Source: an optimization exercise on an open RTL-to-GDS flow (aim: small area). Production flows keep margins and buffers that such runs may drop.
Function was checked by simulation only, so behaviour that the tests miss may differ from the original.
No activity file was given, so power comes from the tool's default toggle rates.

## config.mk

```make
export PLATFORM = sky130hd
export DESIGN_NAME = eve_pe
export DESIGN_NICKNAME = eve_pe
export VERILOG_FILES = /design/flow/design.v
export SDC_FILE = /design/flow/constraint.sdc
export NUM_CORES = 4
export LEC_CHECK = 0
export CAP_MARGIN = 20
export CORE_MARGIN = 2
export CORE_UTILIZATION = 40
export CTS_BUF_LIST = sky130_fd_sc_hd__clkbuf_8
export CTS_CLUSTER_DIAMETER = 50
export CTS_CLUSTER_SIZE = 16
export SLEW_MARGIN = 20
```

## constraint.sdc

```tcl
create_clock -name core_clock -period 4.5 [get_ports {clk}]
set_input_delay 0.9000 -clock core_clock [delete_from_list [all_inputs] [get_ports {clk}]]
set_output_delay 0.9000 -clock core_clock [all_outputs]
set_load 0.01 [all_outputs]
```

## design.v

```verilog
module eve_pe
#(
parameter WORD_SZ = 32,
parameter GENE_SZ = 64,
parameter ATTR_SZ = 8
)(
input clk,
input rst,
input setup,
input state,
input [GENE_SZ - 1: 0]  data_in1,
input [GENE_SZ - 1: 0]  data_in2,
input [GENE_SZ - 1: 0]  gene_in1,
input [GENE_SZ - 1: 0]  gene_in2,
input [GENE_SZ - 1: 0]  random_num_pack,
output [GENE_SZ - 1: 0]  gene_out1,
output [GENE_SZ - 1: 0]  gene_out2,
output [GENE_SZ - 1: 0]  gene_out3,
output reg [2 : 0]  out_valid
);
function gt8;
    input [7:0] a;
    input [7:0] b;
    integer i;
    reg g;
    begin
        g = 1'b0;
        for (i = 0; i < 8; i = i + 1)
            g = (a[i] & ~b[i]) | ((a[i] | ~b[i]) & g);
        gt8 = g;
    end
endfunction
function gt16;
    input [15:0] a;
    input [15:0] b;
    integer i;
    reg g;
    begin
        g = 1'b0;
        for (i = 0; i < 16; i = i + 1)
            g = (a[i] & ~b[i]) | ((a[i] | ~b[i]) & g);
        gt16 = g;
    end
endfunction
reg        fit_gt;           
reg  [7:0] mp_node_bias;
reg  [7:0] mp_node_resp;
reg  [7:0] mp_node_act;
reg  [7:0] mp_node_agg;
reg  [7:0] mp_conn_weight;
reg  [7:0] mp_conn_enable;
reg  [7:0] child_genome_id;
reg  [7:0] node_add_prob;
reg  [7:0] node_del_prob;
reg  [7:0] conn_add_prob;
reg  [7:0] conn_del_prob;
reg  [7:0] del_node_prob;    
reg  [7:0] del_conn_prob;
reg  [7:0] add_node_prob;    
reg  [7:0] add_conn_prob;
reg setup_d1, setup_d2, setup_d3, setup_d4;
wire fit_gt_in = gt8(data_in1[55:48], data_in1[63:56]);
wire fit_gt_nx = setup ? fit_gt_in : fit_gt;
wire [7:0] mp_node_bias_nx   = setup ? data_in1[47:40] : mp_node_bias;
wire [7:0] mp_node_resp_nx   = setup ? data_in1[39:32] : mp_node_resp;
wire [7:0] mp_node_act_nx    = setup ? data_in1[31:24] : mp_node_act;
wire [7:0] mp_node_agg_nx    = setup ? data_in1[23:16] : mp_node_agg;
wire [7:0] mp_conn_weight_nx = setup ? data_in1[15:8]  : mp_conn_weight;
wire [7:0] mp_conn_enable_nx = setup ? data_in1[7:0]   : mp_conn_enable;
always @(posedge clk, posedge rst)
begin
    if (rst) begin
        fit_gt          <= 1'b0;
        mp_node_bias    <= 8'd0;
        mp_node_resp    <= 8'd0;
        mp_node_act     <= 8'd0;
        mp_node_agg     <= 8'd0;
        mp_conn_weight  <= 8'd0;
        mp_conn_enable  <= 8'd0;
        child_genome_id <= 8'd0;
    end else begin
        fit_gt         <= fit_gt_nx;
        mp_node_bias   <= mp_node_bias_nx;
        mp_node_resp   <= mp_node_resp_nx;
        mp_node_act    <= mp_node_act_nx;
        mp_node_agg    <= mp_node_agg_nx;
        mp_conn_weight <= mp_conn_weight_nx;
        mp_conn_enable <= mp_conn_enable_nx;
        if (setup)
            child_genome_id <= data_in2[7:0];
    end
end
always @(posedge clk)
begin
    if (setup) begin
        node_add_prob <= data_in2[15:8];
        node_del_prob <= data_in2[23:16];
        conn_add_prob <= data_in2[31:24];
        conn_del_prob <= data_in2[39:32];
    end
end
always @(posedge clk, posedge rst)
begin
    if (rst) begin
        setup_d1 <= 1'b0;
        setup_d2 <= 1'b0;
        setup_d3 <= 1'b0;
        setup_d4 <= 1'b0;
        del_node_prob <= 8'd0;
        del_conn_prob <= 8'd0;
        add_node_prob <= 8'd0;
        add_conn_prob <= 8'd0;
    end else begin
        setup_d1 <= setup;
        setup_d2 <= setup_d1;
        setup_d3 <= setup_d2;
        setup_d4 <= setup_d3;
        if (setup_d3) begin
            del_node_prob <= node_del_prob;
            del_conn_prob <= conn_del_prob;
        end
        if (setup_d4) begin
            add_node_prob <= node_add_prob;
            add_conn_prob <= conn_add_prob;
        end
    end
end
wire [15:0] key1 = gene_in1[47:32];
wire [15:0] key2 = gene_in2[47:32];
reg  [55:0] a_g1;            
reg  [7:0]  a_g2_type;       
reg  [31:0] a_g2_attr;       
reg         a_bubble;        
reg         a_bias;          
reg         a_zero;          
always @(posedge clk, posedge rst)
begin
    if (rst) begin
        a_bubble  <= 1'b0;
        a_bias    <= 1'b0;
        a_zero    <= 1'b1;
    end else begin
        a_bubble  <= gt16(key1, key2);
        a_bias    <= gt16(key2, key1);
        a_zero    <= 1'b0;
    end
end
always @(posedge clk)
begin
    a_g1      <= gene_in1[55:0];
    a_g2_type <= gene_in2[55:48];
    a_g2_attr <= gene_in2[31:0];
end
reg  [15:0] b_key;
reg  [7:0]  b_type;
reg  [31:0] b_g1_attr;
reg  [31:0] b_g2_attr;
reg         b_bubble;
reg         b_bias;
reg         b_zero;
always @(posedge clk)
begin
    b_key     <= a_g1[47:32];
    b_type    <= (!a_bias && fit_gt_nx) ? a_g2_type : a_g1[55:48];
    b_g1_attr <= a_g1[31:0];
    b_g2_attr <= a_g2_attr;
    b_bubble  <= a_bubble;
    b_bias    <= a_bias;
    b_zero    <= a_zero;
end
reg         c_skip;
reg  [15:0] c_key;
reg  [7:0]  c_type;
reg  [31:0] c_attr;
wire [3:0] xsel;
genvar gi;
generate
    for (gi = 0; gi < 4; gi = gi + 1) begin : g_xsel
        assign xsel[gi] = !b_bias && (random_num_pack[8*gi+7:8*gi] > 8'h40);
    end
endgenerate
always @(posedge clk, posedge rst)
begin
    if (rst)
        c_skip <= 1'b1;
    else
        c_skip <= setup | b_bubble;
end
always @(posedge clk)
begin
    c_key  <= b_zero ? 16'd0 : b_key;
    c_type <= b_zero ? 8'd0  : b_type;
    c_attr[7:0]   <= b_zero ? 8'd0 : xsel[0] ? b_g2_attr[7:0]   : b_g1_attr[7:0];
    c_attr[15:8]  <= b_zero ? 8'd0 : xsel[1] ? b_g2_attr[15:8]  : b_g1_attr[15:8];
    c_attr[23:16] <= b_zero ? 8'd0 : xsel[2] ? b_g2_attr[23:16] : b_g1_attr[23:16];
    c_attr[31:24] <= b_zero ? 8'd0 : xsel[3] ? b_g2_attr[31:24] : b_g1_attr[31:24];
end
reg         d_skip;
reg  [15:0] d_key;
reg  [7:0]  d_type;
reg  [31:0] d_attr;
wire       gtype = c_type[7];
wire [7:0] r0 = random_num_pack[7:0];
wire [7:0] r1 = random_num_pack[15:8];
wire [7:0] r2 = random_num_pack[23:16];
wire [7:0] r3 = random_num_pack[31:24];
wire [7:0] th0 = gtype ? mp_conn_weight_nx : mp_node_bias_nx;
wire [7:0] th1 = gtype ? mp_conn_enable_nx : mp_node_resp_nx;
wire [7:0] th2 = gtype ? 8'd0 : mp_node_act_nx;
wire [7:0] th3 = gtype ? 8'd0 : mp_node_agg_nx;
wire [7:0] mv1 = gtype ? {7'd0, r1[0]} : r1;
wire [7:0] mv2 = gtype ? 8'd0 : {4'd0, r2[3:0]};
wire [7:0] mv3 = gtype ? 8'd0 : {5'd0, r3[2:0]};
always @(posedge clk, posedge rst)
begin
    if (rst)
        d_skip <= 1'b1;
    else
        d_skip <= c_skip;
end
always @(posedge clk)
begin
    d_key  <= c_key;
    d_type <= c_type;
    d_attr[7:0]   <= gt8(r0, th0) ? r0  : c_attr[7:0];
    d_attr[15:8]  <= gt8(r1, th1) ? mv1 : c_attr[15:8];
    d_attr[23:16] <= gt8(r2, th2) ? mv2 : c_attr[23:16];
    d_attr[31:24] <= gt8(r3, th3) ? mv3 : c_attr[31:24];
end
reg  [63:0] e_gene;
reg         e_bubble;
always @(posedge clk, posedge rst)
begin
    if (rst) begin
        e_gene   <= 64'd0;
        e_bubble <= 1'b0;
    end else begin
        e_gene   <= {child_genome_id, d_type, d_key, d_attr};
        e_bubble <= d_skip;
    end
end
wire [7:0] e_src  = e_gene[47:40];
wire [7:0] e_dst  = e_gene[39:32];
wire       e_hidden = (e_gene[54:53] == 2'b00);
reg  [7:0] hidden_max0;
always @(posedge clk, posedge rst)
begin
    if (rst)
        hidden_max0 <= 8'd0;
    else if (setup)
        hidden_max0 <= 8'd0;
    else if (!state && !e_bubble && e_hidden && gt8(e_src, hidden_max0))
        hidden_max0 <= e_src;
end
wire [7:0] r5 = random_num_pack[39:32];
reg  [63:0] f_gene;
reg         f_valid;
reg  [3:0]  del_ctr;
reg  [63:0] del_list;            
wire [7:0] del_hit;
generate
    for (gi = 0; gi < 8; gi = gi + 1) begin : g_match
        assign del_hit[gi] = (del_ctr > gi) && ((e_src == del_list[8*gi+7:8*gi]) || (e_dst == del_list[8*gi+7:8*gi]));
    end
endgenerate
wire del_node = !setup_d3 && !e_bubble && !state && gt8(r5, del_node_prob) && !del_ctr[3] && e_hidden;
always @(posedge clk, posedge rst)
begin
    if (rst) begin
        f_valid <= 1'b0;
        del_ctr <= 4'd0;
    end else if (setup_d3) begin
        f_valid <= 1'b0;
        del_ctr <= 4'd0;
    end else if (e_bubble) begin
        f_valid <= 1'b0;
    end else if (!state) begin
        if (del_node) begin
            f_valid <= 1'b0;
            del_ctr <= del_ctr + 4'd1;
        end else begin
            f_valid <= 1'b1;
        end
    end else begin
        f_valid <= !((|del_hit) || gt8(r5, del_conn_prob));
    end
end
always @(posedge clk)
begin
    f_gene <= e_gene;
    if (del_node)
        del_list <= {del_list[55:0], e_src};
end
wire [7:0] r6 = random_num_pack[47:40];
reg  [63:0] g_gene;
reg  [7:0]  g_genome_id;
reg  [7:0]  src_reg;
reg  [7:0]  hidden_max1;
reg         next_flag;
always @(posedge clk, posedge rst)
begin
    if (rst) begin
        out_valid   <= 3'b000;
        hidden_max1 <= 8'd0;
        next_flag   <= 1'b0;
    end else if (setup_d4) begin
        out_valid   <= 3'b000;
        hidden_max1 <= 8'd0;
        next_flag   <= 1'b0;
    end else if (!f_valid) begin
        out_valid   <= 3'b000;
    end else if (!state) begin
        hidden_max1 <= hidden_max0;
        out_valid   <= 3'b001;
    end else if (gt8(r6, add_node_prob)) begin
        hidden_max1 <= hidden_max1 + 8'd1;
        out_valid   <= 3'b111;
    end else if (gt8(r6, add_conn_prob) && !next_flag) begin
        out_valid   <= 3'b001;
        next_flag   <= 1'b1;
    end else if (next_flag) begin
        out_valid   <= 3'b011;
        next_flag   <= 1'b0;
    end else begin
        out_valid   <= 3'b001;
    end
end
wire rec_src = !setup_d4 && f_valid && state && !gt8(r6, add_node_prob) && gt8(r6, add_conn_prob) && !next_flag;
always @(posedge clk)
begin
    g_gene      <= f_gene;
    g_genome_id <= child_genome_id;
    if (rec_src)
        src_reg <= f_gene[47:40];
end
wire split = out_valid[2];
assign gene_out1 = split ? {g_gene[63:56], 8'h00, hidden_max1, 8'h00, 32'h01010101}
                         : g_gene;
assign gene_out2 = split ? {g_gene[63:56], 8'h80, g_gene[47:40], hidden_max1, g_gene[31:0]}
                         : {g_genome_id, 8'h80, src_reg, g_gene[39:32], 32'h01010000};
assign gene_out3 = {g_gene[63:56], 8'h80, hidden_max1, g_gene[39:32], 32'h01010000};
endmodule
```

## flow/run.sh

```bash
#!/bin/bash
# The standard layout (the standard.sh: standard synthesis, floorplan,
# placement, CTS, routing), with two changes:
#  - the port buffers that placement puts on every input and output are the
#    platform's smallest buffer, sky130_fd_sc_hd__buf_1;
#  - CTS inserts no dummy loads.
# make's full output goes to standard.log in the folder this runs in.
set -euo pipefail
export BUFFER_PORTS_ARGS="-buffer_cell sky130_fd_sc_hd__buf_1"
export CTS_ARGS="-sink_clustering_enable -repair_clock_nets -sink_clustering_size 16 -sink_clustering_max_diameter 50 -buf_list sky130_fd_sc_hd__clkbuf_8 -dont_use_dummy_load"
bash standard.sh > standard.log 2>&1
```

## standard.sh

```bash
#!/bin/bash
# synth_recipe.tcl (not shown) runs the flow's synth.tcl, then flattens the netlist and writes it again
# the make line also repeats each setting of config.mk as NAME=value (left out here)
make -C /OpenROAD-flow-scripts/flow DESIGN_CONFIG=/design/flow/config.mk WORK_HOME=/design/flow/orfs CLKGATE_MAP_FILE= SYNTH_SCRIPT=/design/flow/synth_recipe.tcl "${@:-finish}"
```

==> results.txt, run 1 <==
Critical Path Source=c_type[7]; nets=roughly 2600; Synth Cell Area=~25000 um2; CTS tree=yes; predominant post-synthesis flop cell=dfxtp_1; FF+latch count, synth=a little over 700; largest net degree at the start of global routing=89; ys async rst share=around a quarter; status=timing/DRC/antenna clean; Power Density=roughly 420 nW/um2; DRT antenna net count=0; core footprint=between 60000 and 70000 um2; RePlAce Congestion=0.855; setup tns final=0 ps; critical path capture point=d_attr[4]; H-Tree Depth=3; CTS root buf=clkbuf_8; FP Rows=90; initial antenna violation count=17; Distinct cells, synth=72; Yosys Warn Count=1; WP data arrival=4040 ps; commonest non-fill, non-tap cell in the layout=dfxtp_1; critical path depth=10; Final period util=78.9%; Power Total=~12 mW; worst flop-to-flop path endpoint=d_attr[4]; Storage cell area=between 15000 and 20000 um2; CTS sink count=approximately 730; CP delay by family, top=compound AO/OA/AOI/OAI gates; area leader, netlist=dfxtp_1; fmax=approximately 0.28 GHz; sequential share of the synthesized area=around 67%; Pre-antenna DRT Iters=4; vias in the first global route=about 14000; Vias=14569; Final setup viols=0; Area after DPL=about 27000 um2; Die H=around 250 um; first-pass GRT wire length=approximately 81 mm; total of fill cells in the finished design=between 5000 and 6000; Hold WC Path Type=register to register; post-synth top area share=35.5%; Post-Layout Cell Count=about 3000; drt total wl=53.7 mm; number of flops mapped to enable cells by yosys=104; Design Area, Final=~28000 um2; Post-CTS Setup Repair Bufs=0; multi-input logic area=7080 um2; worst-skew pair later-pin latency=roughly 650 ps; leading cell types in the layout, fill and taps excluded=dfxtp_1, buf_1, dfrtp_1; worst r2r src=c_type[7]; Fin. Hold Viols=0; Die Width=252 um; Hold Buf Count CTS=0; RSZ-0062 raised after global routing=false; Buf+Inv Stages, Crit Path=1; drt drc=0; Synth Area per Inst=approximately 13 um2; CTS resizes=0; startpoint types=register; Syn-to-layout area delta=12.7%; reg2reg path depth=10; CP cell instances=buf_4 -> mux4_1 -> a211oi_1 -> o21ai_0 -> a22oi_1 -> maj3_1 -> o21ai_1 -> a21oi_1 -> maj3_2 -> mux2_2; WS Path Type=register to register; crit path time final=approximately 3600 ps; final core occ=a little under half; crit end category=register; cts bufs inserted=69; Req. time, crit path=4990 ps; PortBufs=between 400 and 500; I/O pin count=about 520; share of layout cells above drive strength 1=9.89%; clock-pin slew on the worst setup and hold paths=90 ps; worst slew pin tran=just over 1000 ps; Clock Path Buffers=3; cells after synthesis=approximately 1900; mean routed wirelength per cell=around 17 um; GR Util All Layers=16.8%; Clock Skew=58.0 ps; dpl cells=3009; CP max FO=17; Initial Utilization=roughly two fifths; maximum vdd ir drop=0.000311 V; CP max stage delay=approximately 790 ps; MaxCap Viol Count=0; slowest cell on the critical path=dfxtp_1; top cells by area, synth=dfxtp_1, dfrtp_1, edfxtp_1, mux2_2, xor2_1; Final Max Slew Viols=0; grt ovf=0; detailed router's first-iteration violation count=960; Slew HR=between 30% and 40%; R2R Setup Slk=950 ps; die area=around 63000 um2; post-DP HPWL=approximately 40 mm; Vias/cell=about 4.7; LEAKAGE=roughly 11 nW
==> worst register-to-register path, cell delays in order (launching register included) <==
cell	delay (ps)
dfxtp_1	790
buf_4	340
mux4_1	380
a211oi_1	290
o21ai_0	130
a22oi_1	220
maj3_1	240
o21ai_1	90
a21oi_1	250
maj3_2	340
mux2_2	350
==> where the power goes <==
part	switching [mW]	internal [mW]	total, mW
combinational	0.575	0.479	1.05
clock	1.94	1.37	3.31
sequential	0.237	7.12	7.35
total	2.75	8.96	11.7
==> routing by layer <==
| layer | vias to the layer above | wire, um | GRT usage (%) |
|---|---|---|---|
| met1 | 7010 | 21800 | 20.0 |
| met4 | 28 | 1570 | 6.58 |
| met2 | 380 | 26800 | 28.7 |
| li1 | 7026 | - | - |
| met5 | - | 178 | 0 |
| met3 | 125 | 3410 | 4.58 |
==> worst min-delay path by stage <==
| stage | from | endpoint | slack, ps | cells past startpoint |
|---|---|---|---|---|
| after floorplan | a_g1[0] | b_g1_attr[0] | 310 | 0 |
| after global placement | f_gene[56] | g_gene[56] | 310 | 0 |
| after detailed placement | f_gene[11] | g_gene[11] | 310 | 0 |
| after CTS | gene_in1[21] | a_g1[21] | 250 | 1 |
| after global routing | gene_in2[6] | a_g2_attr[6] | 280 | 1 |
| final | c_key[6] | d_key[6] | 290 | 0 |
==> cells by family after synthesis <==
logic type      Yosys count  synth area share, %
other cells               2               0.0306
flops                   727                 67.4
xor+xnor                128                 4.57
compound gates          200                 5.34
simple gates            389                 8.40
buf+inv                 221                 4.57
mux                     164                 7.91
fa+ha+maj                42                 1.80
==> cell type report <==
cell class | instances | share of cell area (%)
flip-flops and latches | 727 | 59.8
multi-input cells | 972 | 25.6
repair buffers | 435 | 6.38
well taps | 782 | 3.53
clock buffers | 69 | 3.43
inverters | 93 | 1.27
diodes | 5 | 0.0452
==> per-stage QoR <==
stage               setup WS (ps)  hold WS [ps]
CTS                           925           247
detailed placement            411           312
global placement              480           310
floorplan                    85.7           310
finish                        950           291
global route                  665           275
==> synthesized netlist by cell type (4+ instances only) <==
library cell / count
a211oi_1: 4
a21oi_1: 43
a221oi_1: 5
a22o_1: 6
a22oi_1: 8
a31oi_1: 7
and2_1: 44
buf_1: 10
buf_2: 6
buf_4: 74
clkbuf_1: 37
dfrtp_1: 185
dfxtp_1: 435
edfxtp_1: 104
ha_1: 5
inv_1: 93
maj3_1: 31
maj3_2: 5
mux2_2: 98
mux2_4: 7
mux2i_1: 49
mux4_1: 5
mux4_2: 5
nand2_1: 65
nand2b_1: 30
nand3_1: 10
nand4_1: 13
nor2_1: 78
nor2b_1: 89
nor3_1: 12
nor4_1: 27
o2111ai_1: 5
o211ai_1: 7
o21ai_0: 52
o22ai_1: 13
o31ai_1: 8
or2_2: 7
xnor2_1: 48
xor2_1: 80
==> run 2: changes to the inputs <==
--- a/design.v
+++ b/design.v
@@ -214,17 +214,18 @@
 always @(posedge clk, posedge rst)
 begin
-    if (rst)
+    if (rst) begin
         d_skip <= 1'b1;
-    else
+        d_key  <= 16'd0;
+        d_type <= 8'd0;
+        d_attr <= 32'd0;
+    end else begin
         d_skip <= c_skip;
-end
-always @(posedge clk)
-begin
-    d_key  <= c_key;
-    d_type <= c_type;
-    d_attr[7:0]   <= gt8(r0, th0) ? r0  : c_attr[7:0];
-    d_attr[15:8]  <= gt8(r1, th1) ? mv1 : c_attr[15:8];
-    d_attr[23:16] <= gt8(r2, th2) ? mv2 : c_attr[23:16];
-    d_attr[31:24] <= gt8(r3, th3) ? mv3 : c_attr[31:24];
+        d_key  <= c_key;
+        d_type <= c_type;
+        d_attr[7:0]   <= gt8(r0, th0) ? r0  : c_attr[7:0];
+        d_attr[15:8]  <= gt8(r1, th1) ? mv1 : c_attr[15:8];
+        d_attr[23:16] <= gt8(r2, th2) ? mv2 : c_attr[23:16];
+        d_attr[31:24] <= gt8(r3, th3) ? mv3 : c_attr[31:24];
+    end
 end
 reg  [63:0] e_gene;
@@ -232,12 +233,11 @@
 always @(posedge clk, posedge rst)
 begin
-    if (rst) begin
-        e_gene   <= 64'd0;
+    if (rst)
         e_bubble <= 1'b0;
-    end else begin
-        e_gene   <= {child_genome_id, d_type, d_key, d_attr};
+    else
         e_bubble <= d_skip;
-    end
 end
+always @(posedge clk)
+    e_gene <= {child_genome_id, d_type, d_key, d_attr};
 wire [7:0] e_src  = e_gene[47:40];
 wire [7:0] e_dst  = e_gene[39:32];
--- a/flow/run.sh
+++ b/flow/run.sh
@@ -8,4 +8,4 @@
 set -euo pipefail
 export BUFFER_PORTS_ARGS="-buffer_cell sky130_fd_sc_hd__buf_1"
-export CTS_ARGS="-sink_clustering_enable -repair_clock_nets -sink_clustering_size 16 -sink_clustering_max_diameter 50 -buf_list sky130_fd_sc_hd__clkbuf_8 -dont_use_dummy_load"
+export CTS_ARGS="-sink_clustering_enable -repair_clock_nets -sink_clustering_size 10 -sink_clustering_max_diameter 35 -buf_list sky130_fd_sc_hd__clkbuf_4 -dont_use_dummy_load"
 bash standard.sh > standard.log 2>&1
--- a/config.mk
+++ b/config.mk
@@ -8,7 +8,4 @@
 export CAP_MARGIN = 20
 export CORE_MARGIN = 2
-export CORE_UTILIZATION = 40
-export CTS_BUF_LIST = sky130_fd_sc_hd__clkbuf_8
-export CTS_CLUSTER_DIAMETER = 50
-export CTS_CLUSTER_SIZE = 16
+export CORE_UTILIZATION = 70
 export SLEW_MARGIN = 20
==> run 2 against run 1 <==
Still clean on timing, DRC and antenna. Routed wire length shrank 7.6%. Design area shrank 2.6%. Die area shrank 42%.
==> results.txt, run 2 <==
mean routed wirelength per cell=~18 um; DRT antenna net count=0; Final period util=between 70% and 80%; fmax=between 0.2 and 0.3 GHz; grt ovf=0; worst slew pin tran=around 1100 ps; Hold WC Path Type=primary input to register; commonest non-fill, non-tap cell in the layout=dfxtp_1; vias in the first global route=about 15000; Clock Path Buffers=3; Design Area, Final=27000 um2; Req. time, crit path=between 3000 and 4000 ps; Die Width=between 150 and 200 um; area leader, netlist=dfxtp_1; CTS resizes=0; worst-skew pair later-pin latency=810 ps; initial antenna violation count=5; crit end category=primary output; LEAKAGE=around 11 nW; CTS root buf=clkbuf_4; status=timing/DRC/antenna clean; Fin. Hold Viols=0; GR Util All Layers=27.1%; Storage cell area=between 15000 and 20000 um2; Initial Utilization=between 70% and 80%; Hold Buf Count CTS=0; post-DP HPWL=36.2 mm; Pre-antenna DRT Iters=7; largest net degree at the start of global routing=120; H-Tree Depth=3; CTS tree=yes; Distinct cells, synth=76; FP Rows=between 60 and 70; Yosys Warn Count=1; post-synth top area share=between 30 and 40%; synth cell count leaders=dfxtp_1, dfrtp_1, edfxtp_1; RePlAce Congestion=roughly 0.9; Final setup viols=0; maximum vdd ir drop=about 0.00035 V; leading cell types in the layout, fill and taps excluded=dfxtp_1, buf_1, dfrtp_1; CTS sink count=about 700; Die H=around 190 um; clock-pin slew on the worst setup and hold paths=100 ps; FF+latch count, synth=between 700 and 800; CP max FO=45; I/O pin count=approximately 520; Power Density=approximately 420 nW/um2; Final Max Slew Viols=0; PortBufs=414; multi-input logic area=just over 7000 um2; core footprint=between 30000 and 40000 um2; sequential share of the synthesized area=about two thirds; predominant post-synthesis flop cell=dfxtp_1; Post-CTS Setup Repair Bufs=0; RSZ-0062 raised after global routing=false; number of flops mapped to enable cells by yosys=104; drt drc=0; WP data arrival=2620 ps; Synth Area per Inst=13.1 um2; crit path time final=around 3500 ps; Vias=approximately 15000; drt total wl=between 40 and 50 mm; die area=36500 um2; Synth Cell Area=roughly 25000 um2; cells after synthesis=roughly 1900; Vias/cell=5.41; detailed router's first-iteration violation count=779; MaxCap Viol Count=0; share of layout cells above drive strength 1=roughly 11%; Clock Skew=67.8 ps; largest registers=del_list (64), f_gene (64), g_gene (64); ys async rst share=roughly a quarter; startpoint types=register; Slew HR=around 29%; cts bufs inserted=94; Area after DPL=26200 um2; most numerous cell in the Yosys netlist=dfxtp_1; top cells by area, synth=dfxtp_1, dfrtp_1, edfxtp_1, mux2_2, nor2b_1; Syn-to-layout area delta=9.96%; nets=2642; setup tns final=0 ps; total of fill cells in the finished design=2289; WS Path Type=register to primary output; worst hold slack=173 ps; Power Total=11.2 mW; first-pass GRT wire length=about 76 mm
run 2: cell types whose count changed after synthesis, moves of 5 or more:
cell	before	now
nand3b_1	1	10
dfrtp_1	185	177
o211ai_1	7	12
nor4_1	27	17
o21ai_0	52	42
nand2_1	65	52
mux2_2	98	103
xnor2_1	48	65
and2_1	44	35
a21boi_0	1	9
a21oi_1	43	33
xor2_1	80	64
run 2: per-stage QoR:
stage	setup slack, ps	utilization [%]	cells
6_report	981	78.1	2770
5_1_grt	827	78.1	2769
4_1_cts	918	78.0	2766
3_5_place_dp	474	76.0	2672
3_3_place_gp	522	76.0	2672
2_1_floorplan	346	-	1916
run 2: metal layers:
metal / part of all wire [%] / up-vias / GRT usage (%) / routed length (um)
li1: - / 7124 / - / -
met1: 40 / 7223 / 33.7 / 19900
met2: 50 / 522 / 45.7 / 24700
met3: 6.9 / 111 / 6.65 / 3440
met4: 3.3 / 2 / 11.2 / 1630
met5: 0.022 / - / 0 / 11
run 2: critical path: stages (launching register included):
cell and delay [ps]:
dfrtp_4 820, buf_4 460, mux2_2 390, buf_1 130
run 2: layout make-up:
class | count | share of cell area (%)
Sequential cell | 719 | 60.6
Multi-Input combinational cell | 973 | 26.8
Timing Repair Buffer | 432 | 6.46
Clock buffer | 94 | 2.62
Tap cell | 455 | 2.11
Inverter | 93 | 1.31
Antenna cell | 4 | 0.0371
run 2: report_power, final:
group / leakage [nW] / internal, mW / switching (mW) / total (mW)
combinational: 3.65 / 0.505 / 0.594 / 1.10
sequential: 6.83 / 7.05 / 0.249 / 7.30
clock: 0.432 / 0.959 / 1.84 / 2.80
run 2: cells by family after synthesis:
kind of cell | Yosys count | share of synthesized area [%]
simple gates | 373 | 8.21
compound gates | 210 | 5.97
fa+ha+maj | 41 | 1.77
buf+inv | 224 | 4.69
mux | 171 | 8.09
other cells | 2 | 0.0306
xor+xnor | 129 | 4.61
flops | 719 | 66.6
run 2: final timing paths:
check,start,end,slack (ps),cells after the start
worst max-delay path,out_valid[2],gene_out2[58],980,3
worst min-delay path,gene_in2[2],a_g2_attr[2],170,1
worst max register to register,add_conn_prob[0],src_reg[7],1370,8
worst min register to register,c_key[3],d_key[3],300,0
max in group asynchronous,rst,d_key[2],3630,3
min in group asynchronous,rst,del_node_prob[0],240,3
==> run 3: changes to the inputs <==
--- a/flow/run.sh
+++ b/flow/run.sh
@@ -8,4 +8,4 @@
 set -euo pipefail
 export BUFFER_PORTS_ARGS="-buffer_cell sky130_fd_sc_hd__buf_1"
-export CTS_ARGS="-sink_clustering_enable -repair_clock_nets -sink_clustering_size 10 -sink_clustering_max_diameter 35 -buf_list sky130_fd_sc_hd__clkbuf_4 -dont_use_dummy_load"
+export CTS_ARGS="-sink_clustering_enable -repair_clock_nets -sink_clustering_size 20 -sink_clustering_max_diameter 50 -buf_list sky130_fd_sc_hd__clkbuf_8 -dont_use_dummy_load"
 bash standard.sh > standard.log 2>&1
==> run 3 against run 2 <==
Maximum frequency is 4.0% higher. Highest routed layer unchanged. Largest power group unchanged. Setup slack better by 140 ps. Critical path type unchanged. Sequential power hardly changed. Still clean on timing, DRC and antenna.
==> results.txt, run 3 <==
sw frac=between 20% and 30%; FF+latch count, synth=around 700; Die Width=about 190 um; cells after synthesis=around 1900; mean routed wirelength per cell=18.1 um; Critical Path Source=out_valid[2]; Reg power frac=between 60% and 70%; core footprint=34500 um2; Fin. Hold Viols=0; Req. time, crit path=about 3600 ps; worst flop-to-flop path endpoint=src_reg[7]; CP cell instances=buf_4 -> mux2_2 -> buf_1; grt ovf=0; number of flops mapped to enable cells by yosys=approximately 100; crit path time final=between 3000 and 4000 ps; DRT antenna net count=0; Initial Utilization=71.0%; top cells by area, synth=dfxtp_1, dfrtp_1, edfxtp_1, mux2_2, nor2b_1; Pre-antenna DRT Iters=5; MaxCap Viol Count=0; WP data arrival=between 2000 and 2500 ps; H-Tree Depth=2; Post-CTS Setup Repair Bufs=0; CTS root buf=clkbuf_8; initial antenna violation count=3; largest registers=del_list (64), f_gene (64), g_gene (64); CTS tree=yes; Synth Cell Area=~25000 um2; Vias/cell=5.39; NetSw=around 2.6 mW; cts bufs inserted=approximately 50; clock-pin slew on the worst setup and hold paths=110 ps; I/O pin count=between 500 and 600; nets=about 2600; Final setup viols=0; Clk pwr share=between 20% and 30%; Power Density=slightly above 400 nW/um2; post-DP HPWL=36.2 mm; fmax=between 0.2 and 0.3 GHz; PortBufs=414; most numerous cell in the Yosys netlist=dfxtp_1; CP max stage delay=between 800 and 900 ps; post-synth top area share=between 30% and 40%; detailed router's first-iteration violation count=849; predominant post-synthesis flop cell=dfxtp_1; Synth Area per Inst=between 10 and 15 um2; worst-skew pair later-pin latency=650 ps; commonest non-fill, non-tap cell in the layout=dfxtp_1; Final Max Slew Viols=0; Hold Buf Count CTS=0; drt total wl=approximately 49 mm; CP max FO=45; P_int=8.53 mW; reg2reg path depth=8; final core occ=between 70% and 80%; GR Util All Layers=between 20 and 30%; vias in the first global route=around 14000; status=timing/DRC/antenna clean; RePlAce Congestion=between 0.8 and 0.9; leading cell types in the layout, fill and taps excluded=dfxtp_1, buf_1, dfrtp_1; Distinct cells, synth=76; LEAKAGE=approximately 11 nW; Clock Path Buffers=3; Clock Skew=between 70 and 80 ps; maximum vdd ir drop=roughly 0.00041 V; combinational power share=9.9%; first-pass GRT wire length=about 75 mm; R2R Setup Slk=~1400 ps; drt drc=0; Slew HR=just over 30%; ys async rst share=about a quarter; CTS sink count=719; WS Path Type=register to primary output; total of fill cells in the finished design=2252; FP Rows=approximately 70; sequential share of the synthesized area=66.6%; Buf+Inv Stages, Crit Path=2; worst r2r src=add_conn_prob[0]; critical path depth=3; RSZ-0062 raised after global routing=false; slowest cell on the critical path=dfrtp_4; Vias=about 15000; largest net degree at the start of global routing=120; Final period util=between 70% and 80%; critical path capture point=gene_out2[58]; setup tns final=0 ps; die area=approximately 37000 um2; worst slew pin tran=between 1000 and 1500 ps; Syn-to-layout area delta=9.81%; CP delay by family, top=flip-flops; CTS resizes=0; share of layout cells above drive strength 1=under 10%; startpoint types=register; Yosys Warn Count=1; Hold WC Path Type=register to register; Die H=about 190 um; crit end category=primary output; synth cell count leaders=dfxtp_1, dfrtp_1, edfxtp_1; area leader, netlist=dfxtp_1
-- run 3: power groups by stage --
| stage | registers, mW | logic (mW) | clock network, mW |
|---|---|---|---|
| floorplan | 7.30 | 0.841 | 0 |
| global placement | 7.42 | 1.06 | 0 |
| detailed placement | 7.45 | 1.09 | 0 |
| CTS | 7.30 | 1.10 | 2.84 |
| global route | 7.35 | 1.21 | 3.07 |
| finish | 7.30 | 1.10 | 2.75 |
-- run 3: worst reg2reg max path: stages, from the launching register on --
cell	delay [ps]
dfrtp_1	390
nand2b_1	150
maj3_1	360
o21ai_0	90
o221ai_1	150
a2111oi_0	430
nor3_1	100
maj3_1	410
nor4b_4	710
-- run 3: layer usage --
layer  track usage (%)  part of all wire (%)
met4              9.76                   3.5
met3              5.91                   6.7
met2              46.0                    50
met5                 0                 0.022
met1              33.7                    40
-- run 3: logic make-up after synthesis --
logic type | after synthesis | share of synthesized area [%]
DFF | 719 | 66.6
and+or+nand+nor | 373 | 8.21
buffers and inverters | 224 | 4.69
AOI/OAI and AO/OA | 210 | 5.97
muxes | 171 | 8.09
xor gates and xnor gates | 129 | 4.61
adders and majority gates | 41 | 1.77
other | 2 | 0.0306
-- run 3: how the worst min path moves through the flow --
| stage | startpoint | slack (ps) | cells past startpoint | endpoint |
|---|---|---|---|---|
| global placement | f_gene[63] | 310 | 0 | g_gene[63] |
| finish | c_type[3] | 280 | 0 | d_type[3] |
| detailed placement | a_g1[18] | 310 | 0 | b_g1_attr[18] |
| CTS | gene_in1[26] | 280 | 1 | a_g1[26] |
| global route | gene_in2[26] | 270 | 1 | a_g2_attr[26] |
| floorplan | a_g1[0] | 310 | 0 | b_g1_attr[0] |
-- run 3: per-stage QoR --
stage	cell area (um2)	worst slack, ps	power (mW)	hold WS [ps]	instances
finish	26900	1120	11.1	281	2723
global route	26900	812	11.6	274	2722
CTS	26900	1030	11.2	278	2721
detailed placement	26200	474	8.54	312	2672
global placement	26200	522	8.48	310	2672
floorplan	24700	346	8.14	310	1916
-- run 3: cell type report --
type                    count  area, um2  share of cell area [%]
flip-flops and latches    719      16300                    60.7
clock buffers              49        674                    2.50
diodes                      2       5.00                  0.0186
multi-input cells         973       7240                    26.9
well taps                 455        569                    2.11
inverters                  93        353                    1.31
repair buffers            432       1740                    6.47
==> run 4: changes to the inputs <==
--- a/config.mk
+++ b/config.mk
@@ -6,6 +6,6 @@
 export NUM_CORES = 4
 export LEC_CHECK = 0
-export CAP_MARGIN = 20
+export CAP_MARGIN = 0
 export CORE_MARGIN = 2
-export CORE_UTILIZATION = 70
-export SLEW_MARGIN = 20
+export CORE_UTILIZATION = 80
+export SLEW_MARGIN = 0
==> run 4 against run 3 <==
Sequential share of layout area up 0.34 points. Highest routed layer unchanged. Maximum frequency decreased by 5.3%. Clock skew down 23 ps. Area after synthesis unchanged. Global-route usage up 6.3 points. Via count increased by 4.1%. Setup slack got worse by 190 ps. Clock power fell by 1%. Clock-buffer cell count shrank 2. Critical path type is now primary input to register. Die area fell by 12%. Critical endpoint is now d_attr[17].
==> results.txt, run 4 <==
Yosys Warn Count=1; crit end category=register; Fin. Hold Viols=0; DR WL met3=between 4 and 5 mm; GR Util All Layers=between 30% and 40%; Final setup viols=0; FP Rows=64; fmax=0.280 GHz; commonest non-fill, non-tap cell in the layout=dfxtp_1; I/O pin count=about 520; H-Tree Depth=2; Vias=15298; largest registers=del_list (64), f_gene (64), g_gene (64); Vias/cell=5.75; startpoint types=primary input; post-synth top area share=35.5%; LEAKAGE=10.8 nW; CP max stage delay=570 ps; Distinct cells, synth=76; drt total wl=54.1 mm; crit path time final=3570 ps; WP data arrival=~4100 ps; PortBufs=approximately 410; maximum vdd ir drop=~0.00034 V; highest routed metal layer=met5; grt ovf=0; cts bufs inserted=47; worst-skew pair later-pin latency=slightly above 600 ps; leading cell types in the layout, fill and taps excluded=dfxtp_1, buf_1, dfrtp_1; Initial Utilization=80.8%; status=timing/DRC/antenna clean; top cells by area, synth=dfxtp_1, dfrtp_1, edfxtp_1, mux2_2, nor2b_1; worst slew pin tran=roughly 1300 ps; area leader, netlist=dfxtp_1; Clock Path Buffers=3; Final period util=79.4%; WS Path Type=primary input to register; RePlAce Congestion=about 0.88; WL met2=~27 mm; Die Width=179 um; R2R Setup Slk=roughly 1100 ps; CP max FO=34; CTS root buf=clkbuf_8; most numerous cell in the Yosys netlist=dfxtp_1; total of fill cells in the finished design=1440; Met1 Wirelength=roughly 20 mm; FF+latch count, synth=~720; core footprint=between 30000 and 40000 um2; Buf+Inv Stages, Crit Path=2; CTS sink count=approximately 720; CTS tree=yes; slowest cell on the critical path=a211oi_1; Clock Skew=between 40 and 50 ps; mean routed wirelength per cell=approximately 20 um; post-DP HPWL=~38 mm; Slew HR=between 10% and 20%; clock-pin slew on the worst setup and hold paths=around 110 ps; die area=between 30000 and 40000 um2; sequential share of the synthesized area=approximately two thirds; Post-CTS Setup Repair Bufs=0; number of flops mapped to enable cells by yosys=roughly 100; detailed router's first-iteration violation count=between 900 and 1000; Hold WC Path Type=primary input to async pin; Synth Cell Area=about 25000 um2; MaxCap Viol Count=0; vias in the first global route=15318; CP cell instances=clkbuf_4 -> buf_4 -> mux2i_1 -> a31oi_1 -> o211ai_1 -> a22oi_1 -> a41oi_1 -> o21a_1 -> o221ai_1 -> a211oi_1 -> a22o_1; nets=between 2000 and 3000; largest net degree at the start of global routing=roughly 110; cells after synthesis=around 1900; Power Total=11.2 mW; Synth Area per Inst=13.1 um2; drt drc=0; ys async rst share=25.0%; predominant post-synthesis flop cell=dfxtp_1; CTS resizes=0; CP delay by family, top=compound AO/OA/AOI/OAI gates; final core occ=between 80% and 90%; RSZ-0062 raised after global routing=false; setup tns final=0 ps; Pre-antenna DRT Iters=6; DRT antenna net count=0; Final Max Slew Viols=0; Req. time, crit path=5060 ps; Power Density=417 nW/um2; first-pass GRT wire length=roughly 80 mm; initial antenna violation count=6; synth cell count leaders=dfxtp_1, dfrtp_1, edfxtp_1; share of layout cells above drive strength 1=a little under a tenth; Hold Buf Count CTS=0; Die H=roughly 180 um; Syn-to-layout area delta=9.19%
[run 4: changes by cell type in the layout (fill, tap and decap cells not counted), sizes merged]
cell    delta
buf        -4
diode      +3
clkbuf     -2
[run 4: path summary, 6_finish.rpt]
path | start | endpoint | depth (start not counted)
min in group core_clock | a_g1[38] | b_key[6] | 0
max in group asynchronous | rst | mp_conn_weight[1] | 3
hold reg to reg | a_g1[38] | b_key[6] | 0
setup reg to reg | add_conn_prob[0] | src_reg[3] | 8
setup / recovery | setup | d_attr[17] | 11
hold / removal | rst | del_conn_prob[3] | 2
[run 4: area by class of cell]
type	instances	area (um2)	share of cell area, %
clock buffers	47	647	2.42
flip-flops and latches	719	16300	61.0
multi-input cells	973	7220	27.0
inverters	93	353	1.32
repair buffers	428	1700	6.35
well taps	396	495	1.85
diodes	5	12.5	0.0467
[run 4: metrics by stage]
step	std cells	setup WS, ps	hold WS, ps	cell area (um2)
6_report	2661	929	205	26800
5_1_grt	2660	596	176	26800
4_1_cts	2656	1000	181	26800
3_5_place_dp	2609	395	312	26100
3_3_place_gp	2609	582	310	26100
2_1_floorplan	1916	346	310	24700
[run 4: worst register-to-register path: cells and delay by family, from the launching register on]
kind                       cells  cell delay (ps)
and+or+nand+nor                3             1310
adders and majority gates      2              740
AOI/OAI and AO/OA              3              640
DFF                            1              380
[run 4: cell families (layout without fill, tap and decap cells)]
| group | after synthesis | after routing | synth area share [%] |
|---|---|---|---|
| other | 2 | 54 | 0.0306 |
| AND/OR/NAND/NOR | 373 | 373 | 8.21 |
| AO/OA/AOI/OAI | 210 | 210 | 5.97 |
| adder cells (fa/ha/maj) | 41 | 41 | 1.77 |
| multiplexers | 171 | 171 | 8.09 |
| flip-flops | 719 | 719 | 66.6 |
| buffers and inverters | 224 | 568 | 4.69 |
| XOR/XNOR | 129 | 129 | 4.61 |
[run 4: power by group]
group / internal [mW] / switching [mW] / leakage [nW]
Clock: 0.942 / 1.77 / 0.338
Combinational: 0.501 / 0.614 / 3.62
Sequential: 7.05 / 0.285 / 6.83
[run 4: layer usage]
layer	vias to the layer above	GRT usage [%]
li1	6991	-
met1	7434	39.9
met2	703	57.2
met3	166	7.57
met4	4	14.9
met5	-	0
==> run 5: changes to the inputs <==
==> run.sh (new file) <==
#!/bin/bash
# synth_recipe.tcl (not shown) runs the flow's synth.tcl, then flattens the netlist and writes it again
# the make line also repeats each setting of config.mk as NAME=value (left out here)
make -C /OpenROAD-flow-scripts/flow DESIGN_CONFIG=/design/flow/config.mk WORK_HOME=/design/flow/orfs CLKGATE_MAP_FILE= SYNTH_SCRIPT=/design/flow/synth_recipe.tcl finish
--- a/config.mk
+++ b/config.mk
@@ -9,3 +9,6 @@
 export CORE_MARGIN = 2
 export CORE_UTILIZATION = 80
+export CTS_BUF_LIST = sky130_fd_sc_hd__clkbuf_8
+export CTS_CLUSTER_DIAMETER = 50
+export CTS_CLUSTER_SIZE = 18
 export SLEW_MARGIN = 0
removed: flow/run.sh
removed: standard.sh
==> run 5 against run 4 <==
Synthesized cell count stayed put. Area after synthesis stayed put. The run now fails in clock tree synthesis.
==> results.txt, run 5 <==
Synth Area per Inst=approximately 13 um2; Initial Utilization=approximately 81%; ys async rst share=25.0%; Hold Buf Count CTS=0; H-Tree Depth=2; CTS sink count=about 720; Distinct cells, synth=76; predominant post-synthesis flop cell=dfxtp_1; Clock Path Buffers=3; I/O pin count=just over 500; PortBufs=approximately 410; number of flops mapped to enable cells by yosys=104; most numerous cell in the Yosys netlist=dfxtp_1; stop err=[ERROR DPL-0033] detailed placement checks failed during check placement.; synth cell count leaders=dfxtp_1, dfrtp_1, edfxtp_1; FF+latch count, synth=between 700 and 800; Synth Cell Area=approximately 25000 um2; Area after DPL=28800 um2; cts bufs inserted=48; post-synth top area share=a little over a third; CTS root buf=clkbuf_8; Stopped at=clock tree synthesis; post-DP HPWL=48.8 mm; sequential share of the synthesized area=about two thirds; Die Width=179 um; CTS resizes=0; top cells by area, synth=dfxtp_1, dfrtp_1, edfxtp_1, mux2_2, nor2b_1; FP Rows=between 60 and 70; Yosys Warn Count=1; Die H=~180 um; dpl cells=~2600; dpl ws=approximately 28 ps; RePlAce Congestion=0.913; cells after synthesis=approximately 1900; status=did not finish; area leader, netlist=dfxtp_1; Post-CTS Setup Repair Bufs=0
==> run 5: cell counts after synthesis <==
Identical to the previous run, type by type.
==> run 5: worst max path at each step <==
stage	startpoint	endpoint	slack (ps)	cells after the start
after floorplan	random_num_pack[34]	del_list[0]	350	8
after global placement	random_num_pack[40]	src_reg[0]	220	9
after detailed placement	random_num_pack[40]	src_reg[0]	30	9
==> run 5: cell families after synthesis <==
kind of cell             synth area share [%]
AND/OR/NAND/NOR                          8.21
flip-flops                               66.6
XOR/XNOR                                 4.61
AO/OA/AOI/OAI                            5.97
other                                  0.0306
buffers and inverters                    4.69
adder cells (fa/ha/maj)                  1.77
multiplexers                             8.09
==> run 5: power by group through the flow <==
stage	clock, mW	sequential [mW]	combinational [mW]
3_3_place_gp	0	7.42	1.32
3_5_place_dp	0	7.48	1.43
2_1_floorplan	0	7.30	0.841
==> run 6: changes to the inputs <==
==> flow/run.sh (new file) <==
#!/bin/bash
# The standard layout (the standard.sh: ORFS synthesis with the standard flow's
# synthesis script, floorplan, placement, CTS, routing), with three changes:
#  - synthesis maps the logic with ABC's area-oriented mapper (flow/abc_area.script
#    in place of ORFS's abc_speed.script); registers are mapped as before;
#  - the port buffers that placement puts on every input and output are the
#    platform's smallest buffer, sky130_fd_sc_hd__buf_1;
#  - CTS inserts no dummy loads.
# make's full output goes to standard.log in the folder this runs in.
set -euo pipefail
here=$(pwd)
rm -rf "$here/scripts"
cp -r "$FLOW_HOME/scripts" "$here/scripts"
cp "$here/flow/abc_area.script" "$here/scripts/abc_speed.script"
export BUFFER_PORTS_ARGS="-buffer_cell sky130_fd_sc_hd__buf_1"
export CTS_ARGS="-sink_clustering_enable -repair_clock_nets -sink_clustering_size 20 -sink_clustering_max_diameter 50 -buf_list sky130_fd_sc_hd__clkbuf_8 -dont_use_dummy_load"
bash standard.sh SCRIPTS_DIR="$here/scripts" finish > standard.log 2>&1
==> flow/abc_area.script (new file) <==
strash
dch -f
map -a
topo
mfs2 -a
strash
dch -f
map -a
topo
buffer -c
upsize -c
dnsize -c
==> standard.sh (new file) <==
#!/bin/bash
# synth_recipe.tcl (not shown) runs the flow's synth.tcl, then flattens the netlist and writes it again
# the make line also repeats each setting of config.mk as NAME=value (left out here)
make -C /OpenROAD-flow-scripts/flow DESIGN_CONFIG=/design/flow/config.mk WORK_HOME=/design/flow/orfs CLKGATE_MAP_FILE= SYNTH_SCRIPT=/design/flow/synth_recipe.tcl "${@:-finish}"
--- a/config.mk
+++ b/config.mk
@@ -9,6 +9,3 @@
 export CORE_MARGIN = 2
 export CORE_UTILIZATION = 80
-export CTS_BUF_LIST = sky130_fd_sc_hd__clkbuf_8
-export CTS_CLUSTER_DIAMETER = 50
-export CTS_CLUSTER_SIZE = 18
 export SLEW_MARGIN = 0
removed: run.sh
==> run 6 against run 5 <==
Now clean on timing, DRC and antenna. Synthesized cell count grew 17%. Area after synthesis shrank 3.8%.
==> results.txt, run 6 <==
WS Path Type=primary input to register; ys async rst share=~25%; H-Tree Depth=2; cells after synthesis=about 2200; worst slew pin tran=roughly 1200 ps; Clock Path Buffers=3; RePlAce Congestion=between 0.9 and 1; leading cell types in the layout, fill and taps excluded=dfxtp_1, buf_1, nand2_1; predominant post-synthesis flop cell=dfxtp_1; worst r2r src=c_type[7]; slowest cell on the critical path=maj3_2; Area after DPL=roughly 25000 um2; dpl ws=574 ps; Die H=~180 um; highest routed metal layer=met4; Final period util=between 70% and 80%; CTS tree=yes; DRT antenna net count=0; drt total wl=approximately 64 mm; mean routed wirelength per cell=21.6 um; Synth Cell Area=23600 um2; Clock Skew=around 82 ps; CTS resizes=0; first-pass GRT wire length=96.6 mm; Vias=18177; CTS sink count=719; final setup margin=1090 ps; most numerous cell in the Yosys netlist=dfxtp_1; share of layout cells above drive strength 1=roughly 4.2%; initial antenna violation count=2; sequential share of the synthesized area=69.3%; GR Util All Layers=41.2%; Pre-antenna DRT Iters=14; CP cell instances=clkbuf_4 -> clkinv_2 -> buf_4 -> nand2_1 -> nand2_1 -> nand2_1 -> a22oi_1 -> o21ai_1 -> maj3_2 -> maj3_2 -> maj3_1 -> maj3_2 -> nor2_1 -> a21oi_1; nets=around 2900; worst-skew pair later-pin latency=roughly 620 ps; setup tns final=0 ps; area leader, netlist=dfxtp_1; commonest non-fill, non-tap cell in the layout=dfxtp_1; DR WL met3=7.16 mm; Design Area, Final=approximately 26000 um2; core footprint=between 20000 and 30000 um2; crit end category=register; fmax=slightly below 0.3 GHz; startpoint types=primary input; Final setup viols=0; post-synth top area share=between 30% and 40%; largest registers=del_list (64), f_gene (64), g_gene (64); Initial Utilization=roughly four fifths; clock-pin slew on the worst setup and hold paths=around 110 ps; cts bufs inserted=45; Slew HR=approximately 17%; post-DP HPWL=between 40 and 50 mm; CP max stage delay=roughly 430 ps; reg2reg path depth=12; Met1 Wirelength=20.4 mm; status=timing/DRC/antenna clean; largest net degree at the start of global routing=around 130; worst hold slack=approximately 210 ps; Fin. Hold Viols=0; detailed router's first-iteration violation count=between 2000 and 3000; grt ovf=0; maximum vdd ir drop=roughly 0.00039 V; CTS root buf=clkbuf_8; Vias/cell=slightly above 6; Syn-to-layout area delta=9.12%; Yosys Warn Count=1; Req. time, crit path=5010 ps; drt drc=0; Distinct cells, synth=55; number of flops mapped to enable cells by yosys=~100; R2R Setup Slk=1190 ps; LEAKAGE=between 10 and 15 nW; Hold WC Path Type=primary input to async pin; Final Max Slew Viols=0; die area=around 31000 um2; Power Density=approximately 430 nW/um2; worst flop-to-flop path endpoint=d_attr[3]; RSZ-0062 raised after global routing=false; FF+latch count, synth=~720; CP max FO=24; Post-CTS Setup Repair Bufs=0; FP Rows=62; vias in the first global route=about 18000; synth cell count leaders=dfxtp_1, nand2_1, inv_1; Hold Buf Count CTS=0; final core occ=between 80% and 90%; WL met2=approximately 31 mm; Die Width=between 150 and 200 um; WP data arrival=about 4000 ps; top cells by area, synth=dfxtp_1, dfrtp_1, edfxtp_1, nand2_1, inv_1; MaxCap Viol Count=0; crit path time final=between 3000 and 4000 ps; I/O pin count=slightly above 500; PortBufs=414; Synth Area per Inst=around 11 um2
[run 6: cells by family (layout without fill, tap and decap cells)]
logic type,Yosys count,in the layout,share of synthesized area (%)
XOR/XNOR,37,37,1.37
buffers and inverters,382,714,7.36
flip-flops,719,719,69.3
other,2,51,0.0318
multiplexers,13,13,0.620
AND/OR/NAND/NOR,657,657,11.0
adder cells (fa/ha/maj),16,16,0.774
AO/OA/AOI/OAI,370,370,9.63
[run 6: worst max-delay path by stage]
stage	from	endpoint	slack, ps	depth (start not counted)
2_1_floorplan	random_num_pack[34]	del_ctr[2]	880	13
3_3_place_gp	setup	d_attr[17]	740	14
3_5_place_dp	setup	d_attr[3]	570	15
4_1_cts	setup	d_attr[17]	1180	14
5_1_grt	setup	d_attr[3]	920	15
6_report	setup	d_attr[17]	1090	14
[run 6: layer usage]
metal | GRT usage, % | up-vias
li1 | - | 7751
met1 | 47.6 | 8418
met2 | 69.7 | 1547
met3 | 9.52 | 461
met4 | 26.7 | 0
met5 | 0 | -
[run 6: worst max-delay path, delay by kind of cell]
kind	cells	cell delay (ps)
fa+ha+maj	4	1370
buf+inv	3	840
simple gates	4	460
compound gates	3	330
[run 6: through the flow]
step	power (mW)	std cells
global route	11.5	2961
detailed placement	8.51	2914
floorplan	8.05	2243
CTS	11.1	2959
finish	11.2	2961
global placement	8.38	2914
[run 6: where the power goes]
| group | switching, mW | internal, mW | total (mW) |
|---|---|---|---|
| clock network | 1.81 | 0.904 | 2.71 |
| logic | 0.781 | 0.363 | 1.14 |
| registers | 0.257 | 7.05 | 7.31 |
| total | 2.84 | 8.32 | 11.2 |
[run 6: final cells by class]
type | instances | area, um2
repair buffers | 429 | 1700
fillers | 1149 | 3110
flip-flops and latches | 719 | 16300
diodes | 2 | 5.00
inverters | 240 | 906
clock buffers | 45 | 619
multi-input cells | 1142 | 5700
well taps | 384 | 480
==> run 7: changes to the inputs <==
==> flow/abc_area.script (replaced) <==
strash
dch -f
map -a
topo
mfs2 -a
strash
dch -f
map -a
topo
==> run 7 against run 6 <==
Setup slack worse by 350 ps. Via count is 2.8% lower. Combinational power hardly changed. Cell count is 0.44% higher. Die area is 1.3% lower. Routed wire length is 4.3% lower. First-iteration DRC count is 23% lower. Area after synthesis is 1.4% lower. Critical endpoint is now d_attr[24]. Largest cell class unchanged. Largest power group unchanged.
==> results.txt, run 7 <==
CTS root buf=clkbuf_8; Syn-to-layout area delta=10.6%; post-synth top area share=a little under two fifths; FF+latch count, synth=719; number of flops mapped to enable cells by yosys=between 100 and 150; cts bufs inserted=45; post-DP HPWL=between 40 and 50 mm; detailed router's first-iteration violation count=between 2000 and 2500; largest registers=del_list (64), f_gene (64), g_gene (64); drt total wl=~61 mm; Final Max Slew Viols=0; Critical Path Source=c_type[7]; H-Tree Depth=2; Power Total=roughly 11 mW; cells after synthesis=2127; first-pass GRT wire length=between 90 and 100 mm; fmax=about 0.27 GHz; synth cell count leaders=dfxtp_1, nand2_1, clkinv_1; Power Density=around 430 nW/um2; Crit path top cell by count=maj3_1; Post-CTS Setup Repair Bufs=0; DRT antenna net count=0; worst hold slack=about 290 ps; Clock Path Buffers=3; Final setup viols=0; Vias/cell=between 5 and 6; Synth Area per Inst=around 11 um2; Final period util=between 80% and 90%; Area after DPL=approximately 25000 um2; WP data arrival=around 4200 ps; drt drc=0; setup tns final=0 ps; CP cell instances=clkinv_1 -> buf_4 -> nand2_1 -> maj3_1 -> maj3_1 -> maj3_1 -> maj3_1 -> a21oi_1 -> o21ai_0 -> maj3_1 -> nor2_1 -> a21oi_1; FP Rows=62; most numerous cell in the Yosys netlist=dfxtp_1; Hold WC Path Type=register to register; RePlAce Congestion=between 0.9 and 1; status=timing/DRC/antenna clean; core footprint=roughly 29000 um2; grt ovf=0; crit path time final=roughly 3800 ps; commonest non-fill, non-tap cell in the layout=dfxtp_1; sequential share of the synthesized area=70.2%; CTS resizes=0; startpoint types=register; maximum vdd ir drop=approximately 0.00052 V; Design Area, Final=25700 um2; Storage cell area=approximately 16000 um2; initial antenna violation count=8; Clock Skew=69.9 ps; vias in the first global route=17548; leading cell types in the layout, fill and taps excluded=dfxtp_1, buf_1, nand2_1; largest net degree at the start of global routing=roughly 130; Die H=about 170 um; Post-Layout Cell Count=between 2000 and 3000; multi-input logic area=between 5000 and 6000 um2; Vias=17667; CP max FO=26; ys async rst share=25.0%; clock-pin slew on the worst setup and hold paths=110 ps; PortBufs=around 410; Yosys Warn Count=1; total of fill cells in the finished design=1179; Hold Buf Count CTS=0; dpl cells=2917; Distinct cells, synth=43; top cells by area, synth=dfxtp_1, dfrtp_1, edfxtp_1, nand2_1, clkinv_1; Die Width=around 170 um; worst r2r src=c_type[7]; RSZ-0062 raised after global routing=false; share of layout cells above drive strength 1=under 10%; area leader, netlist=dfxtp_1; CTS tree=yes; Pre-antenna DRT Iters=9; Initial Utilization=between 80% and 90%; mean routed wirelength per cell=between 20 and 25 um; predominant post-synthesis flop cell=dfxtp_1; worst slew pin tran=~1200 ps; I/O pin count=around 520; Worst Hold Launch=d_type[7]; Req. time, crit path=a little under 5000 ps; die area=just over 30000 um2; MaxCap Viol Count=0; slowest cell on the critical path=maj3_1; CP max stage delay=530 ps; Slew HR=roughly 17%; LEAKAGE=~11 nW; WS Path Type=register to register; GR Util All Layers=about two fifths; Synth Cell Area=roughly 23000 um2; crit end category=register; Fin. Hold Viols=0; CTS sink count=between 700 and 800; worst-skew pair later-pin latency=600 ps; nets=2909
run 7: cell types whose count changed after synthesis, sizes merged:
cell,change
clkbuf,-57
inv,-235
buf,-12
clkinv,+235
run 7: worst paths after layout:
check	to	slack, ps	cells after the start
worst min register to register	e_gene[55]	290	0
worst max register to register	d_attr[24]	740	12
min in group asynchronous	mp_node_act[5]	440	2
max in group asynchronous	child_genome_id[3]	3060	3
worst max-delay path	d_attr[24]	740	12
worst min-delay path	e_gene[55]	290	0
run 7: area by class of cell:
| type | count | share of cell area [%] |
|---|---|---|
| tap | 384 | 1.87 |
| timing repair buffer | 432 | 6.62 |
| inverter | 240 | 3.53 |
| antenna | 12 | 0.117 |
| clock buffer | 45 | 2.41 |
| sequential | 719 | 63.5 |
| multi-input combinational | 1142 | 22.0 |
run 7: critical path: cells and delay by family, from the launching register on:
family / cells / cell delay (ps)
adders and majority gates: 5 / 1970
and+or+nand+nor: 2 / 390
DFF: 1 / 490
buffers and inverters: 2 / 440
AOI/OAI and AO/OA: 3 / 300
run 7: report_power, final:
| group | internal [mW] | leakage [nW] | switching [mW] | total, mW |
|---|---|---|---|---|
| combinational | 0.362 | 3.39 | 0.767 | 1.13 |
| clock | 0.906 | 0.324 | 1.80 | 2.70 |
| sequential | 7.05 | 6.85 | 0.249 | 7.30 |
run 7: kinds of logic after synthesis:
group	synth area share (%)
flip-flops	70.2
AND/OR/NAND/NOR	11.1
AO/OA/AOI/OAI	9.70
buffers and inverters	6.23
XOR/XNOR	1.39
adder cells (fa/ha/maj)	0.742
multiplexers	0.629
other	0.0323
run 7: layer usage:
| layer | wire (um) | part of all wire, % | global-route usage, % |
|---|---|---|---|
| met1 | 20600 | 34 | 45.4 |
| met2 | 30400 | 50 | 69.1 |
| met3 | 5920 | 9.7 | 8.07 |
| met4 | 4220 | 6.9 | 23.5 |
| met5 | 0 | 0 | 0 |
run 7: per-stage QoR:
stage          setup WS, ps  utilization [%]
2_1_floorplan           223                -
3_3_place_gp            511             87.4
3_5_place_dp            307             87.4
4_1_cts                 786             89.6
5_1_grt                 604             89.7
6_report                740             89.7
==> run 8: changes to the inputs <==
--- a/flow/run.sh
+++ b/flow/run.sh
@@ -14,4 +14,4 @@
 cp "$here/flow/abc_area.script" "$here/scripts/abc_speed.script"
 export BUFFER_PORTS_ARGS="-buffer_cell sky130_fd_sc_hd__buf_1"
-export CTS_ARGS="-sink_clustering_enable -repair_clock_nets -sink_clustering_size 20 -sink_clustering_max_diameter 50 -buf_list sky130_fd_sc_hd__clkbuf_8 -dont_use_dummy_load"
+export CTS_ARGS="-sink_clustering_enable -repair_clock_nets -sink_clustering_size 16 -sink_clustering_max_diameter 45 -buf_list sky130_fd_sc_hd__clkbuf_8 -dont_use_dummy_load"
 bash standard.sh SCRIPTS_DIR="$here/scripts" finish > standard.log 2>&1
==> run 8 against run 7 <==
Sequential power about the same. First-iteration DRC count up 14%. Global-route usage up 2.0 points. Routed wire length rose by 8.1%. Synthesized cell count unchanged. Non-clock buffer count stayed put.
==> results.txt, run 8 <==
post-synthesis simple-gate area fraction=~11%; post-synth top area share=a little under two fifths; FF+latch count, synth=719; Clk pwr share=26.1%; synthesized-area fraction occupied by xor and xnor cells=under 10%; GR Util All Layers=41.6%; Design Area, Final=between 20000 and 30000 um2; LEAKAGE=roughly 11 nW; Die H=around 170 um; cells after synthesis=around 2100; worst slew pin tran=between 1000 and 1500 ps; mean routed wirelength per cell=between 20 and 25 um; final core occ=~90%; Hold Crit Depth=0; RSZ-0062 raised after global routing=false; Initial Utilization=81.1%; vias in the first global route=~18000; first-pass GRT wire length=approximately 96 mm; NetSw=2.96 mW; clock-pin slew on the worst setup and hold paths=around 100 ps; WP data arrival=4330 ps; reg2reg path depth=13; Worst Hold Launch=f_gene[60]; Die Width=around 170 um; sw frac=approximately a quarter; Reg power frac=63.8%; maximum vdd ir drop=0.000418 V; MaxCap Viol Count=0; total of fill cells in the finished design=around 1100; Area after DPL=around 25000 um2; fmax=roughly 0.26 GHz; Power Total=about 11 mW; worst hold slack=~280 ps; Yosys Warn Count=1; cts bufs inserted=55; Hold Buf Count CTS=0; RePlAce Congestion=around 0.94; CTS sink count=around 720; nets=about 2900; post-DP HPWL=42.2 mm; Vias=between 15000 and 20000; grt ovf=0; predominant post-synthesis flop cell=dfxtp_1; Req. time, crit path=~5000 ps; dpl cells=about 2900; Power Density=~440 nW/um2; Post-Layout Cell Count=2983; share of layout cells above drive strength 1=4.02%; Synth Area in Compound Gates=under 10%; CTS tree=yes; worst-skew pair later-pin latency=640 ps; Synth Cell Area=23300 um2; crit path time final=just under 4000 ps; synth cell count leaders=dfxtp_1, nand2_1, clkinv_1; largest net degree at the start of global routing=~130; FP Rows=62; Synth Area per Inst=between 10 and 15 um2; mux contribution to synthesized area=less than 1%; WHS Endpoint=g_gene[60]; detailed router's first-iteration violation count=2308; WS Path Type=register to register; leading cell types in the layout, fill and taps excluded=dfxtp_1, buf_1, nand2_1; commonest non-fill, non-tap cell in the layout=dfxtp_1; status=timing/DRC/antenna clean; largest family of logic cells by synthesized area=simple AND/OR/NAND/NOR gates; setup tns final=0 ps; Final setup viols=0; ys async rst share=25.0%; Distinct cells, synth=between 40 and 50; Post-CTS Setup Repair Bufs=0; Final Max Slew Viols=0; top cells by area, synth=dfxtp_1, dfrtp_1, edfxtp_1, nand2_1, clkinv_1; dpl ws=a little over 300 ps; Fin. Hold Viols=0; crit end category=register; CP max FO=26; P_int=around 8.5 mW; most numerous cell in the Yosys netlist=dfxtp_1; combinational power share=10.1%; R2R Setup Slk=around 650 ps; Clock Skew=about 130 ps; worst flop-to-flop path endpoint=d_attr[18]; sequential share of the synthesized area=roughly 70%; Synth Area in Adders=less than 1%; Hold WC Path Type=register to register; drt total wl=66.1 mm; Clock Path Buffers=3; drt drc=0; Vias/cell=6.09; CTS root buf=clkbuf_8; DRT antenna net count=0; CTS resizes=0; startpoint types=register; Pre-antenna DRT Iters=7; largest registers=del_list (64), f_gene (64), g_gene (64); die area=around 30000 um2; Final period util=a little under nine tenths; core footprint=between 20000 and 30000 um2; final setup margin=between 600 and 700 ps; initial antenna violation count=9; H-Tree Depth=2; Slew HR=9.86%; I/O pin count=between 500 and 600; Syn-to-layout area delta=11.2%; PortBufs=414; area leader, netlist=dfxtp_1; number of flops mapped to enable cells by yosys=approximately 100; worst r2r src=c_type[7]
==> run 8: cell counts after synthesis <==
No cell type changed its count.
==> run 8: worst max-delay path by stage <==
stage	start	end
final	c_type[7]	d_attr[18]
after global routing	c_type[7]	d_attr[26]
after CTS	out_valid[2]	gene_out2[6]
after detailed placement	setup	d_attr[26]
after global placement	setup	d_attr[24]
after floorplan	out_valid[2]	gene_out2[0]
==> run 8: critical path: stages (launching register included) <==
cell,delay (ps)
dfxtp_1,510
clkinv_1,140
buf_4,340
nand2_1,140
nand2_1,80
o21ai_0,90
a22oi_1,170
o21ai_0,110
maj3_1,350
maj3_1,390
maj3_1,390
maj3_1,550
nor2_1,270
a21oi_1,140
==> run 8: layout make-up <==
class | instances | area (um2) | share of cell area (%)
tap | 384 | 480 | 1.86
timing repair buffer | 432 | 1710 | 6.59
multi-input combinational | 1142 | 5660 | 21.9
inverter | 240 | 908 | 3.51
clock buffer | 55 | 757 | 2.92
sequential | 719 | 16300 | 63.1
antenna | 11 | 27.5 | 0.106
==> run 8: power groups by stage <==
| stage | clock (mW) | sequential (mW) | combinational [mW] |
|---|---|---|---|
| floorplan | 0 | 7.34 | 0.685 |
| global placement | 0 | 7.38 | 0.981 |
| detailed placement | 0 | 7.43 | 1.07 |
| CTS | 2.94 | 7.29 | 1.11 |
| global route | 3.19 | 7.34 | 1.25 |
| finish | 2.99 | 7.31 | 1.16 |
==> run 8: logic make-up after synthesis <==
logic type | count (synthesis)
flops | 719
compound gates | 370
mux | 13
xor+xnor | 37
other cells | 2
simple gates | 657
fa+ha+maj | 16
buf+inv | 313
==> run 8: layer usage <==
layer	vias to the layer above	GRT usage [%]	routed length, um
met4	4	27.2	5340
met1	8419	46.4	20900
met5	-	0	28
met2	1516	71.6	32300
met3	435	10.1	7520
li1	7800	-	-

-- what the ideal ports hide --
Ports are ideal in the flow. The routed layouts listed here were re-timed in OpenROAD.
Step 1 sets driving cells, clkbuf_16 on the clock port and buf_2 on the other inputs (assumed; they add their load-dependent delay and slew).
Step 2 also shifts input and output timing later by t, the mid clock arrival at the registers, as if the neighbouring blocks saw the same clock.
Three values: ideal ports, drivers, drivers and shift; two values: the first two.
| run | t, ns | slack for setup (ns) | worst setup path at the end | worst register clock-pin slew, ns | cell pins on the clock port's net |
|---|---|---|---|---|---|
| run 1 | 0.681 | 0.950 / 0.950 / 0.393 | input to register | 0.09 / 0.09 | 1 |
| run 2 | 0.820 | 0.981 / 0.927 / 0.343 | input to register | 0.10 / 0.10 | 1 |
| run 3 | 0.666 | 1.117 / 1.020 / 0.354 | input to register | 0.12 / 0.12 | 1 |
| run 4 | 0.627 | 0.929 / 0.888 / 0.261 | input to register | 0.11 / 0.11 | 1 |
| run 6 | 0.635 | 1.092 / 1.119 / 0.484 | input to register | 0.12 / 0.12 | 1 |
| run 7 | 0.615 | 0.740 / 0.740 / 0.156 | input to register | 0.12 / 0.12 | 1 |
| run 8 | 0.633 | 0.645 / 0.633 / 0.086 | input to register | 0.11 / 0.11 | 1 |
After both steps setup and hold are still met in every run listed. The setup slack of run 3, which loses most, moves by -0.097 ns with the drivers and by -0.763 ns with both steps.
